This is an optimization exercise on Yosys and OpenROAD, whose aim is small area, a short achievable clock period and few clock cycles, not a production implementation. Function was checked by simulation only, so behaviour that the tests miss may differ from the original. Power figures rest on the tool's default switching activity, not on a simulated workload.

// crossbar
module crossbar (
	input clk,                                        
	input reset,                                      
	input  master_0_req,				  
	output master_0_ack,                              
	input  master_0_cmd,				  
	output master_0_resp,                             
	input  [31:0] master_0_addr,                      
	input  [31:0] master_0_wdata,                     
	output [31:0] master_0_rdata,                     
	input  master_1_req,				
	output master_1_ack,
	input  master_1_cmd,				
	output master_1_resp,
	input  [31:0] master_1_addr,
	input  [31:0] master_1_wdata,
	output [31:0] master_1_rdata,
	input  master_2_req,
	output master_2_ack,
	input  master_2_cmd,
	output master_2_resp,
	input  [31:0] master_2_addr,
	input  [31:0] master_2_wdata,
	output [31:0] master_2_rdata,
	input  master_3_req,
	output master_3_ack,
	input  master_3_cmd,
	output master_3_resp,
	input  [31:0] master_3_addr,
	input  [31:0] master_3_wdata,
	output [31:0] master_3_rdata,
	output slave_0_req,
	input  slave_0_ack,
	output slave_0_cmd,
	input  slave_0_resp,
	input  [31:0] slave_0_rdata,
	output [31:0] slave_0_wdata,
	output [31:0] slave_0_addr,
	output slave_1_req,
	input  slave_1_ack,
	output slave_1_cmd,
	input  slave_1_resp,
	input  [31:0] slave_1_rdata,
	output [31:0] slave_1_wdata,
	output [31:0] slave_1_addr,
	output slave_2_req,
	input  slave_2_ack,
	output slave_2_cmd,
	input  slave_2_resp,
	input  [31:0] slave_2_rdata,
	output [31:0] slave_2_wdata,
	output [31:0] slave_2_addr,
	output slave_3_req,
	input  slave_3_ack,
	output slave_3_cmd,
	input  slave_3_resp,
	input  [31:0] slave_3_rdata,
	output [31:0] slave_3_wdata,
	output [31:0] slave_3_addr
	);
Size: ~1,400 cells after synthesis, roughly 12 flip-flops, roughly 800 I/O pins, roughly 0.0093 mm² of cells after synthesis.
export LEC_CHECK = 0
export CAP_MARGIN = 20
export CELL_PAD_IN_SITES_DETAIL_PLACEMENT = 1
export CORE_AREA = 5 5 275 275
export DIE_AREA = 0 0 280 280
export PLACE_DENSITY = 0.35
export SETUP_SLACK_MARGIN = 1.5
export SLEW_MARGIN = 20
create_clock -name core_clock -period 6.0 [get_ports {clk}]
standard.sh (not shown) runs the stock make flow with config.mk's settings and CLKGATE_MAP_FILE= SYNTH_SCRIPT=/design/flow/synth_recipe.tcl, a recipe that flattens the netlist after the stock synthesis.
==> flow/flow/run.sh <==
#!/bin/bash
# Standard ORFS layout; the only change is the cell used for the port
# buffers (a plain buffer instead of the delay cell buffer_ports picks).
set -euo pipefail
BUF=${PORT_BUF:-sky130_fd_sc_hd__buf_1}
bash standard.sh "BUFFER_PORTS_ARGS=-buffer_cell $BUF" finish > flow_make.log 2>&1
The first run went through all stages and came out clean.
Testbench counts at the start, summed over its fixed seeds: cycles 3,369.
Rerun with:
- CORE_AREA: 5 5 275 275 -> 5 5 295 295
- CTS_BUF_LIST: default -> sky130_fd_sc_hd__clkbuf_4 sky130_fd_sc_hd__clkbuf_8
- DIE_AREA: 0 0 280 280 -> 0 0 300 300
- SETUP_SLACK_MARGIN: 1.5 -> 1.65
After rerunning: The new run ran to the end with no violations; clock power decreases by 46%; setup slack is better by 0.22 ns; register-to-register slack is worse by 0.09 ns; cell area increases by 3.2%; routed wire length increases by 4.8%; non-clock buffer count increases by 10; critical path depth increases by 1.
Rerun with:
==> flow/run.sh (new file) <==
#!/bin/bash
# synth_recipe.tcl (not shown) runs the flow's synth.tcl, then flattens the netlist and writes it again
# the make line also repeats each setting of config.mk as NAME=value (left out here)
make -C /OpenROAD-flow-scripts/flow DESIGN_CONFIG=/design/flow/config.mk WORK_HOME=/design/flow/orfs CLKGATE_MAP_FILE= SYNTH_SCRIPT=/design/flow/synth_recipe.tcl finish
- CELL_PAD_IN_SITES_DETAIL_PLACEMENT: 1 -> default
- CTS_BUF_LIST: sky130_fd_sc_hd__clkbuf_4 sky130_fd_sc_hd__clkbuf_8 -> default
- PLACE_DENSITY: 0.35 -> default
- SETUP_SLACK_MARGIN: 1.65 -> default
removed: flow/flow/run.sh
removed: flow/standard.sh
What happened: Sequential share of layout area goes down by 0.35 points. Clock skew goes up by 0.0045 ns. Via count goes down by 0.39%. Flip-flop and latch count does not change. Critical path depth goes down by 1. Cell area goes up by about 27%. Final cell count goes down by 1.5%. Maximum frequency goes down by 26%. Core utilization goes up by 4.8 points. Setup slack got worse by 1.5 ns. Routed wire length goes down by about 3.3%.
Rerun with:
- CELL_PAD_IN_SITES_DETAIL_PLACEMENT: default -> 1
- PLACE_DENSITY: default -> 0.35
- SETUP_SLACK_MARGIN: default -> 1.5
The new run finished clean.
Wire length increases by a quarter to a third.
Setup slack improved by 1.3 ns.
Core utilization increases by 2.1 points.
Via count increases by a few percent.
Final area increases by roughly a tenth.
Power increases by a few percent.
Rerun with:
- SETUP_SLACK_MARGIN: 1.5 -> default
Effect: The new run went through all stages and came out clean. Wire length went down by about 14%. Maximum frequency went down by about 20%. Worst setup slack got worse by 1.2 ns. Area after synthesis is unchanged. Cell count went down by 2.8%. First-iteration DRC count went down by about 12%. Sequential cell count stays the same. Hold slack is about the same.
Rerun with:
==> flow/flow/run.sh (new file) <==
#!/bin/bash
# Standard ORFS layout; the only change is the cell used for the port
# buffers (a plain buffer instead of the delay cell buffer_ports picks).
set -euo pipefail
BUF=${PORT_BUF:-sky130_fd_sc_hd__buf_1}
bash standard.sh "BUFFER_PORTS_ARGS=-buffer_cell $BUF" finish > flow_make.log 2>&1
==> flow/standard.sh (new file) <==
#!/bin/bash
# synth_recipe.tcl (not shown) runs the flow's synth.tcl, then flattens the netlist and writes it again
# the make line also repeats each setting of config.mk as NAME=value (left out here)
make -C /OpenROAD-flow-scripts/flow DESIGN_CONFIG=/design/flow/config.mk WORK_HOME=/design/flow/orfs CLKGATE_MAP_FILE= SYNTH_SCRIPT=/design/flow/synth_recipe.tcl "${@:-finish}"
- CTS_BUF_LIST: default -> sky130_fd_sc_hd__clkbuf_4 sky130_fd_sc_hd__clkbuf_8
- SETUP_SLACK_MARGIN: default -> 1.5
removed: flow/run.sh
Non-clock buffer count rose by 9.
Final area fell by 25%.
Power fell by 28%.
Clock skew rose by 0.0035 ns.
Combinational power fell by 28%.
Wire length fell by 9.8%.

## separate check: timing with driven ports
How much do the figures lean on ideal ports? The routed layouts below were timed once more, with nothing changed but the port constraints. Step 1 assumes that a clkbuf_16 drives the clock port and a buf_2 every other input. Step 2 adds t to the input delays and takes it off the output delays; t is the mean of the earliest and latest rising clock arrival at the registers after step 1. Input paths then give back, and output paths get back, about the clock's delay inside the block. a / b / c = ideal / step 1 / step 2; a / b = the first two.
run | shift t [ns] | setup WS [ns] | worst setup path after step 2 | latest minus earliest clock arrival (ns)
the first run | 0.282 | 1.417 / 1.343 / 1.343 | input to output | 0.002 / 0.001
the second run | 0.281 | 1.636 / 1.552 / 1.552 | input to output | 0.005 / 0.004
the third run | 0.288 | 0.110 / 0.070 / 0.070 | input to output | 0.009 / 0.009
the fourth run | 0.296 | 1.379 / 1.306 / 1.306 | input to output | 0.000 / 0.001
the fifth run | 0.291 | 0.194 / 0.077 / 0.077 | input to output | 0.000 / 0.000
the sixth run | 0.279 | 1.468 / 1.366 / 1.366 | input to output | 0.004 / 0.004
After both steps setup and hold are still met in every run listed. For the fifth run, which loses most, drivers alone change the setup slack by -0.117 ns; drivers and shift together by -0.117 ns.
